Context: an optimization exercise on an open-source flow, tuned for small area, a short achievable clock period and few clock cycles per item. The choices shown serve that exercise and are no tape-out recipe. RTL that was checked went through simulation tests only; none was proved equivalent to the original.

==> v16 <==
## shift_add_multiplier
module shift_add_multiplier
#(
    parameter int OPERAND_WIDTH = 32
)
(
    input  logic        flush,
    input  logic        clk,
    input  logic        rst,
    input  logic        start,
    input  logic [1:0]  mul_type,
    input  logic [31:0] a,
    input  logic [31:0] b,
    output logic [63:0] p,
    output logic        done,
    output logic        work
);
clock: 5.5 ns
lec_check: 0
abc_clock_period_in_ps: 2200
cap_margin: 20
core_margin: 2
core_utilization: 40
cts_buf_list: sky130_fd_sc_hd__clkbuf_4 sky130_fd_sc_hd__clkbuf_8
setup_slack_margin: 3.0
slew_margin: 20
standard.sh (not shown) runs the stock make flow with config.mk's settings and CLKGATE_MAP_FILE= SYNTH_SCRIPT=/design/flow/synth_recipe.tcl, a recipe that flattens the netlist after the stock synthesis.
==> flow/flow/run.sh <==
#!/bin/bash
# The standard layout, with the port buffers that buffer_ports inserts made
# from the smallest buffer instead of the delay cell it picks by default.
set -euo pipefail
export BUFFER_PORTS_ARGS="-buffer_cell sky130_fd_sc_hd__buf_1"
bash standard.sh > standard_flow.log 2>&1
==> inputs of v3, as changes to v16 <==
Settings changed: ABC_AREA set to 1, ABC_CLOCK_PERIOD_IN_PS 2200 to not set.
==> inputs of v15, as changes to v16 <==
--- a/flow/design.v
+++ b/flow/design.v
@@ -161,19 +161,17 @@
     wire c128 = c122 & s125;
     wire s129 = first ^ ~pp0[33] ^ pp1[31];
     wire c130 = (first & ~pp0[33]) | (first & pp1[31]) | (~pp0[33] & pp1[31]);
     wire s131 = c126 ^ s129;
     wire c132 = c126 & s129;
     wire s133 = ~(pp1[32] ^ c130);
     wire c134 = pp1[32] | c130;
-    wire [5:0] lsum1 = {1'b0, {L_s[3], L_s[2], L_s[1], L_s[0]}, 1'b1} + {1'b0, {L_c[3], L_c[2], L_c[1], L_c[0]}, cy};
-    wire [4:0] lsum = lsum1[5:1];
+    wire [4:0] lsum = {L_s[3], L_s[2], L_s[1], L_s[0]} + {L_c[3], L_c[2], L_c[1], L_c[0]} + cy;
     wire [3:0] lo = lsum[3:0];
-    wire [32:0] hsum1 = {{S[27], S[26], S[25], S[24], S[23], S[22], S[21], S[20], S[19], S[18], S[17], S[16], S[15], S[14], S[13], S[12], S[11], S[10], S[9], S[8], S[7], S[6], S[5], S[4], S[3], S[2], S[1], S[0]}, {L_s[3], L_s[2], L_s[1], L_s[0]}, 1'b1} + {{C[27], C[26], C[25], C[24], C[23], C[22], C[21], C[20], C[19], C[18], C[17], C[16], C[15], C[14], C[13], C[12], C[11], C[10], C[9], C[8], C[7], C[6], C[5], C[4], C[3], C[2], C[1], C[0]}, {L_c[3], L_c[2], L_c[1], L_c[0]}, cy};
-    wire [31:0] hsum = hsum1[32:1];
+    wire [31:0] hsum = {{S[27], S[26], S[25], S[24], S[23], S[22], S[21], S[20], S[19], S[18], S[17], S[16], S[15], S[14], S[13], S[12], S[11], S[10], S[9], S[8], S[7], S[6], S[5], S[4], S[3], S[2], S[1], S[0]}, {L_s[3], L_s[2], L_s[1], L_s[0]}} + {{C[27], C[26], C[25], C[24], C[23], C[22], C[21], C[20], C[19], C[18], C[17], C[16], C[15], C[14], C[13], C[12], C[11], C[10], C[9], C[8], C[7], C[6], C[5], C[4], C[3], C[2], C[1], C[0]}, {L_c[3], L_c[2], L_c[1], L_c[0]}} + cy;
     wire [4:0] nwin = load ? bext[4:0] : P_lo[8:4];
     always_ff @(posedge clk) begin
         work  <= start & ~rst & ~flush;
         first <= load;
         e_one[0] <= nwin[1] ^ nwin[0];
         e_two[0] <= (nwin[2] & ~nwin[1] & ~nwin[0]) | (~nwin[2] & nwin[1] & nwin[0]);
         e_neg[0] <= nwin[2] & ~(nwin[1] & nwin[0]);
==> flow/run.sh (new file) <==
#!/bin/bash
# synth_recipe.tcl (not shown) runs the flow's synth.tcl, then flattens the netlist and writes it again
# the make line also repeats each setting of config.mk as NAME=value (left out here)
make -C /OpenROAD-flow-scripts/flow DESIGN_CONFIG=/design/flow/config.mk WORK_HOME=/design/flow/orfs CLKGATE_MAP_FILE= SYNTH_SCRIPT=/design/flow/synth_recipe.tcl finish
Settings changed: ABC_CLOCK_PERIOD_IN_PS 2200 to not set, CTS_BUF_LIST sky130_fd_sc_hd__clkbuf_4 sky130_fd_sc_hd__clkbuf_8 to not set, SETUP_SLACK_MARGIN 3.0 to not set.
removed: flow/flow/run.sh
removed: flow/standard.sh
==> inputs of v19, as changes to v16 <==
Settings changed: CORE_UTILIZATION 40 to 55.
==> impl_metrics.yaml <==
placed_design:
  dp_slack_ns: 2.662
sta:
  holdWs_ns: 0.4918
logic_synthesis:
  synthAdderAreaFrac_pct: 17.98
  synth_most_common_cell: "nand2_1"
clock_tree:
  clk_pin_slew_ns: 0.09
floorplanning:
  rows: 57
status:
  status: "timing/DRC/antenna clean"
# the run above: v3

==> impl_metrics.yaml <==
floorplanning:
  rows: 56
status:
  status: "timing/DRC/antenna clean"
sta:
  holdWs_ns: 0.5147
logic_synthesis:
  synthAdderAreaFrac_pct: 18.72
# the run above: v16

==> impl_metrics.yaml <==
grt:
  use_met2_pct: 30.29
clock_tree:
  clk_pin_slew_ns: 0.07
floorplanning:
  rows: 55
logic_synthesis:
  synth_most_common_cell: "dfxtp_1"
placed_design:
  dp_slack_ns: 2.165
status:
  status: "timing/DRC/antenna clean"
sta:
  holdWs_ns: 0.5097
# the run above: v15

==> impl_metrics.yaml <==
floorplanning:
  rows: 48
  fp.dieH_um: 135.4
logic_synthesis:
  synthAdderAreaFrac_pct: 18.72
placed_design:
  dp_slack_ns: 2.495
sta:
  holdWs_ns: 0.5182
clock_tree:
  clk_pin_slew_ns: 0.09
drt:
  first_pass_iters: 5
status:
  status: "timing/DRC/antenna clean"
# the run above: v19

Testbench counts of v16, summed over its fixed seeds: cycles 9,984, items 768.
Testbench counts of v3, summed over its fixed seeds: cycles 9,984, items 768.
Testbench counts of v19, summed over its fixed seeds: cycles 9,984, items 768.
Function not checked in v15: the RTL went through the layout flow alone.

-- port drivers added, routing unchanged --
The flow's constraints put no driver on any port. The routed layouts listed below were extracted and timed again, unchanged, in two steps. Step 1, drivers: a clkbuf_16 drives clk and a buf_2 each remaining input, both assumed. Step 2 also shifts input and output timing later by t, the mid clock arrival at the registers, as if the neighbouring blocks saw the same clock. Three values: no drivers, after step 1, after step 2; two values: the first two.
run	shift t [ns]	setup WS [ns]	slew at the worst register clock pin (ns)	pins driven straight from the clock port
v16	0.497	3.115 / 3.115 / 2.684	0.10 / 0.10	1
v3	0.496	3.139 / 3.139 / 2.708	0.09 / 0.09	1
v15	0.479	2.597 / 2.591 / 2.112	0.08 / 0.08	1
v19	0.495	3.033 / 3.033 / 2.691	0.09 / 0.09	1
After both steps every run listed still meets setup and hold. The setup slack of v15, which loses most, moves by -0.006 ns with the drivers and by -0.485 ns with both steps.
